Source: an optimization exercise on an open RTL-to-GDS flow (aim: small area, a short achievable clock period and few clock cycles per item). Production flows keep margins and buffers that such runs may drop.
Function was not checked in any run shown here: the RTL went through the layout flow alone.
Power figures rest on the tool's default switching activity, not on a simulated workload.

==> flow/design.v, too long to show whole: its modules and the start of the top module <==
// module multiplicacion: 2056 lines
// module fa_cell: 4 lines
// module ha_cell: 4 lines
module multiplicacion #(
    parameter N = 32
    ) (
    input logic clk, rst,
    input logic valid,
    input logic [N-1:0] A, B,
    output logic [2*N-1:0] Mult,
    output logic done
    );
  // ...
==> flow/flow/run.sh <==
#!/bin/bash
set -e
cat standard.sh > standard_sh_copy.txt
export BUFFER_PORTS_ARGS="-buffer_cell sky130_fd_sc_hd__buf_4"
bash standard.sh > standard.log 2>&1
==> flow/standard.sh <==
#!/bin/bash
# synth_recipe.tcl (not shown) runs the flow's synth.tcl, then flattens the netlist and writes it again
# the make line also repeats each setting of config.mk as NAME=value (left out here)
make -C /OpenROAD-flow-scripts/flow DESIGN_CONFIG=/design/flow/config.mk WORK_HOME=/design/flow/orfs CLKGATE_MAP_FILE= SYNTH_SCRIPT=/design/flow/synth_recipe.tcl "${@:-finish}"
==> flow/config.mk <==
export PLATFORM = sky130hd
export DESIGN_NAME = multiplicacion
export DESIGN_NICKNAME = multiplicacion
export VERILOG_FILES = /design/flow/design.v
export SDC_FILE = /design/flow/constraint.sdc
export NUM_CORES = 4
export LEC_CHECK = 0
export ABC_AREA = 1
export CAP_MARGIN = 20
export CORE_MARGIN = 2
export CORE_UTILIZATION = 55
export SETUP_SLACK_MARGIN = 1.3
export SLEW_MARGIN = 20
export SYNTH_HIERARCHICAL = 1
==> flow/constraint.sdc <==
create_clock -name core_clock -period 5.0 [get_ports {clk}]
set_input_delay 1.0000 -clock core_clock [delete_from_list [all_inputs] [get_ports {clk}]]
set_output_delay 1.0000 -clock core_clock [all_outputs]
set_load 0.01 [all_outputs]
==> run notes, run 1 <==
Global routing
The met3 usage is between 10% and 20%. The combined global-route utilization of all metal layers is ~46%. The first global-routing pass estimated 179000 µm of wire. After global routing, the most crowded layer is met2.

STA
Hold is met by 0.666 ns. Adding up every negative setup slack in the final design gives 0 ns. The final hold violation count came to 0.

Critical path
The critical path start-end classification is input port to flip-flop. The critical path crosses 9 cells after its start point. At the worst endpoint, the required time is between 5 and 6 ns.

Placement
The routability congestion estimate is between 1 and 1.5.

Clock tree
Clock-pin slew was measured on the worst setup and hold paths at around 0.07 ns.

Power
Sequential cells burn between 7 and 8% of the power. The combinational power is 28.0 mW. In this run, power in flip-flops and latches comes to ~2.4 mW. The power drawn by the clock network is between 1 and 1.5 mW. Internal power comes to ~15 mW.

Finish
The layout-stage area growth over the synthesis result is 39.3%. The non-clock inverters instantiated in the layout total around 420. The repair_antennas step left the layout with diodes totalling 3. The share of the core filled with cells in the final layout is a little under 80%.

Synth
The adder-cell share of the synthesized area is approximately two fifths. After Yosys synthesis, and, or, nand and nor cells account for between 10% and 20% of the synthesized area. Multiplexer cells account for 0% of the synthesized area.

Drt
The final layout contains routed wiring with a total length of approximately 130000 µm. The highest metal layer with signal wires is met5. Using the TritonRoute via totals, the vias-per-cell ratio works out to roughly 6.5. The length of routed wiring on met1 is between 40000 and 50000 µm.

The number of DRC violations after detailed-routing iteration 0 is between 3000 and 4000.

Run status
The run finished with no timing, DRC or antenna violations.

Hold path
The endpoint of the worst hold-timing path is done.
==> inputs of run 2 (changes only) <==
--- a/flow/design.v
+++ b/flow/design.v
@@ -3,64 +3,96 @@
     parameter N = 32
     ) (
     input logic clk, rst,
     input logic valid,
     input logic [N-1:0] A, B,
     output logic [2*N-1:0] Mult,
     output logic done
     );
-  logic one0;
-  logic two0;
   logic neg0;
-  logic one1;
-  logic two1;
+  logic one0_0;
+  logic two0_0;
+  logic one0_1;
+  logic two0_1;
   logic neg1;
-  logic one2;
-  logic two2;
+  logic one1_0;
+  logic two1_0;
+  logic one1_1;
+  logic two1_1;
   logic neg2;
-  logic one3;
-  logic two3;
+  logic one2_0;
+  logic two2_0;
+  logic one2_1;
+  logic two2_1;
   logic neg3;
-  logic one4;
-  logic two4;
+  logic one3_0;
+  logic two3_0;
+  logic one3_1;
+  logic two3_1;
   logic neg4;
-  logic one5;
-  logic two5;
+  logic one4_0;
+  logic two4_0;
+  logic one4_1;
+  logic two4_1;
   logic neg5;
-  logic one6;
-  logic two6;
+  logic one5_0;
+  logic two5_0;
+  logic one5_1;
+  logic two5_1;
   logic neg6;
-  logic one7;
-  logic two7;
+  logic one6_0;
+  logic two6_0;
+  logic one6_1;
+  logic two6_1;
   logic neg7;
-  logic one8;
-  logic two8;
+  logic one7_0;
+  logic two7_0;
+  logic one7_1;
+  logic two7_1;
   logic neg8;
-  logic one9;
-  logic two9;
+  logic one8_0;
+  logic two8_0;
+  logic one8_1;
+  logic two8_1;
   logic neg9;
-  logic one10;
-  logic two10;
+  logic one9_0;
+  logic two9_0;
+  logic one9_1;
+  logic two9_1;
   logic neg10;
-  logic one11;
-  logic two11;
+  logic one10_0;
+  logic two10_0;
+  logic one10_1;
+  logic two10_1;
   logic neg11;
-  logic one12;
-  logic two12;
+  logic one11_0;
+  logic two11_0;
+  logic one11_1;
+  logic two11_1;
   logic neg12;
-  logic one13;
-  logic two13;
+  logic one12_0;
+  logic two12_0;
+  logic one12_1;
+  logic two12_1;
   logic neg13;
-  logic one14;
-  logic two14;
+  logic one13_0;
+  logic two13_0;
+  logic one13_1;
+  logic two13_1;
   logic neg14;
-  logic one15;
-  logic two15;
+  logic one14_0;
+  logic two14_0;
+  logic one14_1;
+  logic two14_1;
   logic neg15;
+  logic one15_0;
+  logic two15_0;
+  logic one15_1;
+  logic two15_1;
   logic s1;
   logic c2;
   logic s3;
   logic c4;
   logic s5;
   logic c6;
   logic s7;
   logic c8;
@@ -1249,128 +1281,128 @@
   logic q138;
   logic q139;
   logic q140;
   logic q141;
   logic q142;
   logic q143;
   logic q144;
   logic q145;
-  assign one0 = B[0] ^ 1'b0;
-  assign two0 = (B[1] & ~B[0] & ~1'b0) | (~B[1] & B[0] & 1'b0);
   logic [32:0] pp0;
+  booth_enc u_enc0_0 (.lo(1'b0), .mid(B[0]), .hi(B[1]), .one(one0_0), .two(two0_0));
+  booth_enc u_enc0_1 (.lo(1'b0), .mid(B[0]), .hi(B[1]), .one(one0_1), .two(two0_1));
   logic [33:0] ax0;
   assign ax0 = {1'b0, A, 1'b0} ^ {34{B[1]}};
   assign neg0 = B[1] & ~(B[0] & 1'b0);
-  assign pp0 = (ax0[33:1] & {33{one0}}) | (ax0[32:0] & {33{two0}});
-  assign one1 = B[2] ^ B[1];
-  assign two1 = (B[3] & ~B[2] & ~B[1]) | (~B[3] & B[2] & B[1]);
+  assign pp0 = (ax0[33:1] & {{17{one0_1}}, {16{one0_0}}}) | (ax0[32:0] & {{17{two0_1}}, {16{two0_0}}});
   logic [32:0] pp1;
+  booth_enc u_enc1_0 (.lo(B[1]), .mid(B[2]), .hi(B[3]), .one(one1_0), .two(two1_0));
+  booth_enc u_enc1_1 (.lo(B[1]), .mid(B[2]), .hi(B[3]), .one(one1_1), .two(two1_1));
   logic [33:0] ax1;
   assign ax1 = {1'b0, A, 1'b0} ^ {34{B[3]}};
   assign neg1 = B[3] & ~(B[2] & B[1]);
-  assign pp1 = (ax1[33:1] & {33{one1}}) | (ax1[32:0] & {33{two1}});
-  assign one2 = B[4] ^ B[3];
-  assign two2 = (B[5] & ~B[4] & ~B[3]) | (~B[5] & B[4] & B[3]);
+  assign pp1 = (ax1[33:1] & {{17{one1_1}}, {16{one1_0}}}) | (ax1[32:0] & {{17{two1_1}}, {16{two1_0}}});
   logic [32:0] pp2;
+  booth_enc u_enc2_0 (.lo(B[3]), .mid(B[4]), .hi(B[5]), .one(one2_0), .two(two2_0));
+  booth_enc u_enc2_1 (.lo(B[3]), .mid(B[4]), .hi(B[5]), .one(one2_1), .two(two2_1));
   logic [33:0] ax2;
   assign ax2 = {1'b0, A, 1'b0} ^ {34{B[5]}};
   assign neg2 = B[5] & ~(B[4] & B[3]);
-  assign pp2 = (ax2[33:1] & {33{one2}}) | (ax2[32:0] & {33{two2}});
-  assign one3 = B[6] ^ B[5];
-  assign two3 = (B[7] & ~B[6] & ~B[5]) | (~B[7] & B[6] & B[5]);
+  assign pp2 = (ax2[33:1] & {{17{one2_1}}, {16{one2_0}}}) | (ax2[32:0] & {{17{two2_1}}, {16{two2_0}}});
   logic [32:0] pp3;
+  booth_enc u_enc3_0 (.lo(B[5]), .mid(B[6]), .hi(B[7]), .one(one3_0), .two(two3_0));
+  booth_enc u_enc3_1 (.lo(B[5]), .mid(B[6]), .hi(B[7]), .one(one3_1), .two(two3_1));
   logic [33:0] ax3;
   assign ax3 = {1'b0, A, 1'b0} ^ {34{B[7]}};
   assign neg3 = B[7] & ~(B[6] & B[5]);
-  assign pp3 = (ax3[33:1] & {33{one3}}) | (ax3[32:0] & {33{two3}});
-  assign one4 = B[8] ^ B[7];
-  assign two4 = (B[9] & ~B[8] & ~B[7]) | (~B[9] & B[8] & B[7]);
+  assign pp3 = (ax3[33:1] & {{17{one3_1}}, {16{one3_0}}}) | (ax3[32:0] & {{17{two3_1}}, {16{two3_0}}});
   logic [32:0] pp4;
+  booth_enc u_enc4_0 (.lo(B[7]), .mid(B[8]), .hi(B[9]), .one(one4_0), .two(two4_0));
+  booth_enc u_enc4_1 (.lo(B[7]), .mid(B[8]), .hi(B[9]), .one(one4_1), .two(two4_1));
   logic [33:0] ax4;
   assign ax4 = {1'b0, A, 1'b0} ^ {34{B[9]}};
   assign neg4 = B[9] & ~(B[8] & B[7]);
-  assign pp4 = (ax4[33:1] & {33{one4}}) | (ax4[32:0] & {33{two4}});
-  assign one5 = B[10] ^ B[9];
-  assign two5 = (B[11] & ~B[10] & ~B[9]) | (~B[11] & B[10] & B[9]);
+  assign pp4 = (ax4[33:1] & {{17{one4_1}}, {16{one4_0}}}) | (ax4[32:0] & {{17{two4_1}}, {16{two4_0}}});
   logic [32:0] pp5;
+  booth_enc u_enc5_0 (.lo(B[9]), .mid(B[10]), .hi(B[11]), .one(one5_0), .two(two5_0));
+  booth_enc u_enc5_1 (.lo(B[9]), .mid(B[10]), .hi(B[11]), .one(one5_1), .two(two5_1));
   logic [33:0] ax5;
   assign ax5 = {1'b0, A, 1'b0} ^ {34{B[11]}};
   assign neg5 = B[11] & ~(B[10] & B[9]);
-  assign pp5 = (ax5[33:1] & {33{one5}}) | (ax5[32:0] & {33{two5}});
-  assign one6 = B[12] ^ B[11];
-  assign two6 = (B[13] & ~B[12] & ~B[11]) | (~B[13] & B[12] & B[11]);
+  assign pp5 = (ax5[33:1] & {{17{one5_1}}, {16{one5_0}}}) | (ax5[32:0] & {{17{two5_1}}, {16{two5_0}}});
   logic [32:0] pp6;
+  booth_enc u_enc6_0 (.lo(B[11]), .mid(B[12]), .hi(B[13]), .one(one6_0), .two(two6_0));
+  booth_enc u_enc6_1 (.lo(B[11]), .mid(B[12]), .hi(B[13]), .one(one6_1), .two(two6_1));
   logic [33:0] ax6;
   assign ax6 = {1'b0, A, 1'b0} ^ {34{B[13]}};
   assign neg6 = B[13] & ~(B[12] & B[11]);
-  assign pp6 = (ax6[33:1] & {33{one6}}) | (ax6[32:0] & {33{two6}});
-  assign one7 = B[14] ^ B[13];
-  assign two7 = (B[15] & ~B[14] & ~B[13]) | (~B[15] & B[14] & B[13]);
+  assign pp6 = (ax6[33:1] & {{17{one6_1}}, {16{one6_0}}}) | (ax6[32:0] & {{17{two6_1}}, {16{two6_0}}});
   logic [32:0] pp7;
+  booth_enc u_enc7_0 (.lo(B[13]), .mid(B[14]), .hi(B[15]), .one(one7_0), .two(two7_0));
+  booth_enc u_enc7_1 (.lo(B[13]), .mid(B[14]), .hi(B[15]), .one(one7_1), .two(two7_1));
   logic [33:0] ax7;
   assign ax7 = {1'b0, A, 1'b0} ^ {34{B[15]}};
   assign neg7 = B[15] & ~(B[14] & B[13]);
-  assign pp7 = (ax7[33:1] & {33{one7}}) | (ax7[32:0] & {33{two7}});
-  assign one8 = B[16] ^ B[15];
-  assign two8 = (B[17] & ~B[16] & ~B[15]) | (~B[17] & B[16] & B[15]);
+  assign pp7 = (ax7[33:1] & {{17{one7_1}}, {16{one7_0}}}) | (ax7[32:0] & {{17{two7_1}}, {16{two7_0}}});
   logic [32:0] pp8;
+  booth_enc u_enc8_0 (.lo(B[15]), .mid(B[16]), .hi(B[17]), .one(one8_0), .two(two8_0));
+  booth_enc u_enc8_1 (.lo(B[15]), .mid(B[16]), .hi(B[17]), .one(one8_1), .two(two8_1));
   logic [33:0] ax8;
   assign ax8 = {1'b0, A, 1'b0} ^ {34{B[17]}};
   assign neg8 = B[17] & ~(B[16] & B[15]);
-  assign pp8 = (ax8[33:1] & {33{one8}}) | (ax8[32:0] & {33{two8}});
-  assign one9 = B[18] ^ B[17];
-  assign two9 = (B[19] & ~B[18] & ~B[17]) | (~B[19] & B[18] & B[17]);
+  assign pp8 = (ax8[33:1] & {{17{one8_1}}, {16{one8_0}}}) | (ax8[32:0] & {{17{two8_1}}, {16{two8_0}}});
   logic [32:0] pp9;
+  booth_enc u_enc9_0 (.lo(B[17]), .mid(B[18]), .hi(B[19]), .one(one9_0), .two(two9_0));
+  booth_enc u_enc9_1 (.lo(B[17]), .mid(B[18]), .hi(B[19]), .one(one9_1), .two(two9_1));
   logic [33:0] ax9;
   assign ax9 = {1'b0, A, 1'b0} ^ {34{B[19]}};
   assign neg9 = B[19] & ~(B[18] & B[17]);
-  assign pp9 = (ax9[33:1] & {33{one9}}) | (ax9[32:0] & {33{two9}});
-  assign one10 = B[20] ^ B[19];
-  assign two10 = (B[21] & ~B[20] & ~B[19]) | (~B[21] & B[20] & B[19]);
+  assign pp9 = (ax9[33:1] & {{17{one9_1}}, {16{one9_0}}}) | (ax9[32:0] & {{17{two9_1}}, {16{two9_0}}});
   logic [32:0] pp10;
+  booth_enc u_enc10_0 (.lo(B[19]), .mid(B[20]), .hi(B[21]), .one(one10_0), .two(two10_0));
+  booth_enc u_enc10_1 (.lo(B[19]), .mid(B[20]), .hi(B[21]), .one(one10_1), .two(two10_1));
   logic [33:0] ax10;
   assign ax10 = {1'b0, A, 1'b0} ^ {34{B[21]}};
   assign neg10 = B[21] & ~(B[20] & B[19]);
-  assign pp10 = (ax10[33:1] & {33{one10}}) | (ax10[32:0] & {33{two10}});
-  assign one11 = B[22] ^ B[21];
-  assign two11 = (B[23] & ~B[22] & ~B[21]) | (~B[23] & B[22] & B[21]);
+  assign pp10 = (ax10[33:1] & {{17{one10_1}}, {16{one10_0}}}) | (ax10[32:0] & {{17{two10_1}}, {16{two10_0}}});
   logic [32:0] pp11;
+  booth_enc u_enc11_0 (.lo(B[21]), .mid(B[22]), .hi(B[23]), .one(one11_0), .two(two11_0));
+  booth_enc u_enc11_1 (.lo(B[21]), .mid(B[22]), .hi(B[23]), .one(one11_1), .two(two11_1));
   logic [33:0] ax11;
   assign ax11 = {1'b0, A, 1'b0} ^ {34{B[23]}};
   assign neg11 = B[23] & ~(B[22] & B[21]);
-  assign pp11 = (ax11[33:1] & {33{one11}}) | (ax11[32:0] & {33{two11}});
-  assign one12 = B[24] ^ B[23];
-  assign two12 = (B[25] & ~B[24] & ~B[23]) | (~B[25] & B[24] & B[23]);
+  assign pp11 = (ax11[33:1] & {{17{one11_1}}, {16{one11_0}}}) | (ax11[32:0] & {{17{two11_1}}, {16{two11_0}}});
   logic [32:0] pp12;
+  booth_enc u_enc12_0 (.lo(B[23]), .mid(B[24]), .hi(B[25]), .one(one12_0), .two(two12_0));
+  booth_enc u_enc12_1 (.lo(B[23]), .mid(B[24]), .hi(B[25]), .one(one12_1), .two(two12_1));
   logic [33:0] ax12;
   assign ax12 = {1'b0, A, 1'b0} ^ {34{B[25]}};
   assign neg12 = B[25] & ~(B[24] & B[23]);
-  assign pp12 = (ax12[33:1] & {33{one12}}) | (ax12[32:0] & {33{two12}});
-  assign one13 = B[26] ^ B[25];
-  assign two13 = (B[27] & ~B[26] & ~B[25]) | (~B[27] & B[26] & B[25]);
+  assign pp12 = (ax12[33:1] & {{17{one12_1}}, {16{one12_0}}}) | (ax12[32:0] & {{17{two12_1}}, {16{two12_0}}});
   logic [32:0] pp13;
+  booth_enc u_enc13_0 (.lo(B[25]), .mid(B[26]), .hi(B[27]), .one(one13_0), .two(two13_0));
+  booth_enc u_enc13_1 (.lo(B[25]), .mid(B[26]), .hi(B[27]), .one(one13_1), .two(two13_1));
   logic [33:0] ax13;
   assign ax13 = {1'b0, A, 1'b0} ^ {34{B[27]}};
   assign neg13 = B[27] & ~(B[26] & B[25]);
-  assign pp13 = (ax13[33:1] & {33{one13}}) | (ax13[32:0] & {33{two13}});
-  assign one14 = B[28] ^ B[27];
-  assign two14 = (B[29] & ~B[28] & ~B[27]) | (~B[29] & B[28] & B[27]);
+  assign pp13 = (ax13[33:1] & {{17{one13_1}}, {16{one13_0}}}) | (ax13[32:0] & {{17{two13_1}}, {16{two13_0}}});
   logic [32:0] pp14;
+  booth_enc u_enc14_0 (.lo(B[27]), .mid(B[28]), .hi(B[29]), .one(one14_0), .two(two14_0));
+  booth_enc u_enc14_1 (.lo(B[27]), .mid(B[28]), .hi(B[29]), .one(one14_1), .two(two14_1));
   logic [33:0] ax14;
   assign ax14 = {1'b0, A, 1'b0} ^ {34{B[29]}};
   assign neg14 = B[29] & ~(B[28] & B[27]);
-  assign pp14 = (ax14[33:1] & {33{one14}}) | (ax14[32:0] & {33{two14}});
-  assign one15 = B[30] ^ B[29];
-  assign two15 = (B[31] & ~B[30] & ~B[29]) | (~B[31] & B[30] & B[29]);
+  assign pp14 = (ax14[33:1] & {{17{one14_1}}, {16{one14_0}}}) | (ax14[32:0] & {{17{two14_1}}, {16{two14_0}}});
   logic [32:0] pp15;
+  booth_enc u_enc15_0 (.lo(B[29]), .mid(B[30]), .hi(B[31]), .one(one15_0), .two(two15_0));
+  booth_enc u_enc15_1 (.lo(B[29]), .mid(B[30]), .hi(B[31]), .one(one15_1), .two(two15_1));
   logic [33:0] ax15;
   assign ax15 = {1'b0, A, 1'b0} ^ {34{B[31]}};
   assign neg15 = B[31] & ~(B[30] & B[29]);
-  assign pp15 = (ax15[33:1] & {33{one15}}) | (ax15[32:0] & {33{two15}});
+  assign pp15 = (ax15[33:1] & {{17{one15_1}}, {16{one15_0}}}) | (ax15[32:0] & {{17{two15_1}}, {16{two15_0}}});
   logic [31:0] pp16;
   assign pp16 = A & {32{B[31]}};
   ha_cell u_s1 (.a(neg12), .b(pp0[24]), .s(s1), .co(c2));
   ha_cell u_s3 (.a(pp0[25]), .b(pp1[23]), .s(s3), .co(c4));
   fa_cell u_s5 (.a(neg13), .b(pp0[26]), .c(pp1[24]), .s(s5), .co(c6));
   ha_cell u_s7 (.a(pp2[22]), .b(pp3[20]), .s(s7), .co(c8));
   fa_cell u_s9 (.a(pp0[27]), .b(pp1[25]), .c(pp2[23]), .s(s9), .co(c10));
   ha_cell u_s11 (.a(pp3[21]), .b(pp4[19]), .s(s11), .co(c12));
@@ -2054,12 +2086,16 @@
     q144 <= s1049;
     q145 <= s1051;
   end
 endmodule
 module fa_cell (input logic a, b, c, output logic s, co);
   assign s = a ^ b ^ c;
   assign co = (a & b) | (a & c) | (b & c);
 endmodule
+module booth_enc (input logic lo, mid, hi, output logic one, two);
+  assign one = mid ^ lo;
+  assign two = (hi & ~mid & ~lo) | (~hi & mid & lo);
+endmodule
 module ha_cell (input logic a, b, output logic s, co);
   assign s = a ^ b;
   assign co = a & b;
 endmodule
==> flow/config.mk (replaced) <==
export PLATFORM = sky130hd
export DESIGN_NAME = multiplicacion
export DESIGN_NICKNAME = multiplicacion
export VERILOG_FILES = /design/flow/design.v
export SDC_FILE = /design/flow/constraint.sdc
export NUM_CORES = 4
export LEC_CHECK = 0
export ABC_AREA = 1
export CAP_MARGIN = 20
export CORE_MARGIN = 2
export CORE_UTILIZATION = 55
export SETUP_SLACK_MARGIN = 0.9
export SLEW_MARGIN = 20
export SYNTH_HIERARCHICAL = 1
==> run 2 against run 1 <==
  * Non-clock buffer count down 191
  * Power shrank 19%
  * Final cell count shrank 0.34%
  * Flip-flop and latch count stayed put
  * Clock power is essentially flat
  * Final area fell by 19%
  * Worst hold slack gained 0.022 ns
  * Largest cell class unchanged
==> run notes, run 2 <==
STA
The worst max-slew margin expressed relative to the limit is 62.3% (was 50.2%). The shortest clock period the worst path allows after layout is 4.10 ns (was 4.17 ns). The final hold violation count is 0 (unchanged). The total count of max-transition violations in the final report is 0 (unchanged). The upper clock frequency limit is 244 MHz (was 240 MHz).

The fraction of the cycle the final worst path needs is 81.9% (was 83.3%). The setup-violating endpoint count in the final report is 0 (unchanged). RSZ-0062 raised after global routing: true (unchanged). The slew of the pin with the lowest slew margin came to 0.565 ns (was 0.742 ns). The sum of negative setup slack was 0 ns (unchanged).

Critical path
The stage delay of the slowest cell on the critical path came to 0.57 ns (was 0.65 ns). The most numerous cell on the critical path is fa_1 (was fa_2). The maximum net fanout on the critical path is 17 (was 13).

The data arrival time of the worst path is 4.39 ns (was 4.51 ns). The cell with the largest stage delay on the worst path is fa_1 (was fa_2). The last element of the critical path is q120 (was q124). The category of the worst setup path launch point is an input port (unchanged).

The critical path start-end classification is input port to flip-flop (unchanged). The type of destination of the critical path was a flip-flop (unchanged). The critical path data required time is 5.29 ns (was 5.34 ns).

The launch point of the worst path is B[1] (was B[13]). Cells along the critical path: buf_6 > xor2_1 > clkinv_1 > buf_4 > o22ai_2 > fa_1 > fa_1 > fa_1 > fa_1 > fa_2 (was buf_12 > buf_4 > xnor2_1 > o22ai_2 > fa_2 > fa_2 > fa_2 > fa_1 > fa_2).

Placement
The detailed placer's ending HPWL is 90600 µm (was 88800 µm). The routability congestion estimate was 1.03 (was 1.00). The number of I/O port buffers is 131 (unchanged).

Clock tree
The maximum buffer depth of the clock tree is 2 (unchanged). The TritonCTS clock tree is built (unchanged). The number of levels in the clock H-tree came to 4 (unchanged). The clock transition at the registers of the reported paths is 0.07 ns (about the same). The clock sink total came to 147 (unchanged). The CTS root buffer was clkbuf_16 (unchanged).

The clock buffer count from CTS was 17 (unchanged).

Finish
The layout cell share with drive strength beyond 1 is 11.7% (was 39.5%). The leading cell type in the layout, fill and taps excluded was nand2_1 (unchanged). Most frequent cells in the layout: 626 x nand2_1, 494 x inv_1, 492 x o22ai_1 (was 455 x nand2_1, 336 x xnor2_1, 314 x fa_1).

The share of the core filled with cells in the final layout is 61.8% (was 77.8%). The layout-stage area growth over the synthesis result is 10.8% (was 39.3%). The final-stage net count is 4336 (was 4373).

Power
The leakage power came to 15.0 nW (was 17.2 nW). The share of total power consumed by net switching is 55.5% (was 54.2%). The cell-internal power is 11.4 mW (was 14.5 mW). The part of the power in combinational logic is 85.7% (was 88.5%). The maximum vdd ir drop was 0.738 mV (was 0.699 mV).

The power density of the placed cells is 787 nW/µm² (was 790 nW/µm²). The portion of total power attributed to sequential cells came to 9.2% (was 7.4%). The clock network fraction of total power is 5.1% (was 4.0%). The net load switching power is 14.2 mW (was 17.1 mW).

Synth
The synthesized instance count is 3544 (was 3412). The count of synthesis-stage warnings from yosys is 7 (unchanged). The dominant synthesized flop cell is dfxtp_1 (unchanged). The cell with the most instances after synthesis is nand2_1 (unchanged). The synthesized area is 29400 µm² (was 28800 µm²). The count of cell types in the netlist was 26 (was 30). The share of synthesized registers carrying an async set or reset came to 0% (unchanged). The synthesized area per cell is 8.29 µm² (was 8.43 µm²).

The number of flops mapped to enable cells by yosys was 0 (unchanged). The proportion of netlist area held by the largest area contributor was 32.7% (was 33.4%). Biggest area contributors in the synthesized netlist: fa_1 33%, xnor2_1 14%, o22ai_1 11% (unchanged). The share of synthesized area occupied by flip-flops and latches is 10.0% (was 10.2%).

Cell types with the highest counts after synthesis: 628 x nand2_1, 528 x o22ai_1, 508 x inv_1 (was 638 x nand2_1, 499 x o22ai_1, 480 x fa_1). The library cell with the largest summed area after synthesis is fa_1 (unchanged). The number of register bits inferred by synthesis is 147 (unchanged).

Global routing
The via count of the first global-routing pass is 26000 (was 27800). The pin count of the biggest net entering global routing is 31 (was 33). The global-route wire length before repair is 160000 µm (was 179000 µm).

The combined global-route utilization of all metal layers was 38.8% (was 45.8%). The number of antenna violations at the first check in global routing is 3 (was 5). The total overflow reported by the global router is 0 (unchanged).

Floorplanning
The vertical extent of the die was 235 µm (was 233 µm). The total number of placement rows is 84 (was 83). The area of the die is 55300 µm² (was 54200 µm²). The top-level I/O count came to 132 (unchanged). The starting utilization of the core area is 55.8% (was 55.9%). The width of the die came to 235 µm (was 233 µm). The standard cell core area was 52700 µm² (was 51500 µm²).

Hold path
The worst min-delay path class is input port to flip-flop (unchanged). The start point of the worst hold path is rst (unchanged).

Drt
The via total after detailed routing is 26100 (was 28500). The number of DRC violations after detailed-routing iteration 0 is 2635 (was 3830). The via density per instance is 6.00 (was 6.53). The length of the first detailed-routing pass in iterations was 6 (was 9). The post-route DRC violation count is 0 (unchanged). The number of nets still failing antenna checks after routing was 0 (unchanged). The mean routed wirelength per cell was 24.8 µm (was 29.7 µm). The wire length reported by the detailed router is 108000 µm (was 130000 µm).

Job
The count of max-cap constraint violations is 0 (unchanged).

Run status
Run status: complete, no violations (unchanged).
run 2: final cells by class:
| cell class | instances | area (µm²) |
|---|---|---|
| inverter | 540 | 2100 |
| clock inverter | 13 | 146 |
| clock buffer | 19 | 443 |
| timing repair inverter | 2 | 15.0 |
| sequential | 147 | 2940 |
| antenna | 2 | 5.00 |
| timing repair buffer | 251 | 2040 |
| fill | 4700 | 20100 |
| tap | 688 | 861 |
| multi-input combinational | 2689 | 24000 |
run 2: worst min-delay path by stage:
stage / end / slack (ns) / cells past startpoint
3_3_place_gp: done / 1.16 / 2
5_1_grt: done / 0.69 / 2
2_1_floorplan: q57 / 1.03 / 0
4_1_cts: done / 0.66 / 2
6_report: done / 0.69 / 2
3_5_place_dp: done / 1.16 / 2
run 2: critical path: cells and delay by family:
kind,cells,cell delay (ns)
fa+ha+maj,5,2.50
buf+inv,3,0.44
xor+xnor,1,0.20
compound gates,1,0.24
run 2: cell families after synthesis:
kind of cell / count (synthesis) / share of synthesized area (%)
and+or+nand+nor: 914 / 12.9
buffers and inverters: 728 / 9.83
adders and majority gates: 621 / 38.7
AOI/OAI and AO/OA: 588 / 12.3
xor gates and xnor gates: 544 / 16.2
DFF: 147 / 10.0
other: 2 / 0.0256
run 2: timing repair:
| action | 4_1_cts | 5_1_grt |
|---|---|---|
| setup buffers | 0 | 11 |
| hold buffers | 0 | 0 |
| resized for setup | 23 | 128 |
| pin swaps | 0 | 4 |
| endpoints found under the setup margin | 41 | 89 |
| cloned | 0 | 2 |
run 2: power groups by stage:
stage          Combinational (mW)  Clock [mW]  Sequential, mW
5_1_grt                      24.1        1.37            2.40
6_report                     21.9        1.30            2.36
3_3_place_gp                 20.6           0            2.35
3_5_place_dp                 21.1           0            2.37
4_1_cts                      21.2        1.33            2.34
2_1_floorplan                12.8           0            2.19
run 2: through the flow:
| stage | setup slack (ns) | cell area (µm²) | total power [mW] | std cells | hold WS (ns) |
|---|---|---|---|---|---|
| floorplan | 0.897 | 29600 | 15.0 | 3564 | 1.03 |
| global placement | 0.169 | 31300 | 23.0 | 4304 | 1.16 |
| detailed placement | 0.130 | 31300 | 23.5 | 4304 | 1.16 |
| CTS | 0.848 | 31900 | 24.9 | 4336 | 0.665 |
| global route | 0.841 | 32500 | 27.9 | 4350 | 0.691 |
| finish | 0.903 | 32500 | 25.6 | 4351 | 0.688 |
run 2: metal layers:
| layer | routed length (µm) | global-route usage (%) | part of all wire (%) |
|---|---|---|---|
| met5 | 0 | 0 | 0 |
| met4 | 5080 | 16.5 | 4.7 |
| met3 | 14500 | 13.1 | 13 |
| met2 | 44300 | 55.6 | 41 |
| met1 | 43900 | 53.5 | 41 |
run 2: Yosys stat by module, one instance, submodules excluded:
module	cell area (µm²)	copies in the design	flops+latches
fa_cell	20.0	480	0
multiplicacion	18100	1	147
booth_enc	33.8	32	0
ha_cell	12.5	46	0

## afterwards: timing with drivers on the ports
The flow's constraints put no driver on any port. The routed layouts listed below were extracted and timed again, unchanged, in two steps.
Step 1, drivers: a clkbuf_16 drives clk and a buf_2 each remaining input, both assumed.
Step 2 times the ports against the registers' clock, not the clock port: input delays grow and output delays shrink by t, the midpoint of the rising clock arrivals with the driver on.
a / b / c = ideal / step 1 / step 2; a / b = the first two.
run | t (ns) | slack for setup (ns) | worst hold slack (ns) | clock arrival spread, ns | worst slew at a driven data input, ns
run 1 | 0.534 | 0.835 / 0.850 / 0.316 | 0.666 / 0.630 / 1.164 | 0.021 / 0.022 | 0.07
run 2 | 0.500 | 0.903 / 0.921 / 0.421 | 0.688 / 0.657 / 1.157 | 0.018 / 0.018 | 0.05
After both steps setup and hold are still met in every run listed. The setup slack of run 1, which loses most, moves by +0.015 ns with the drivers and by -0.519 ns with both steps.
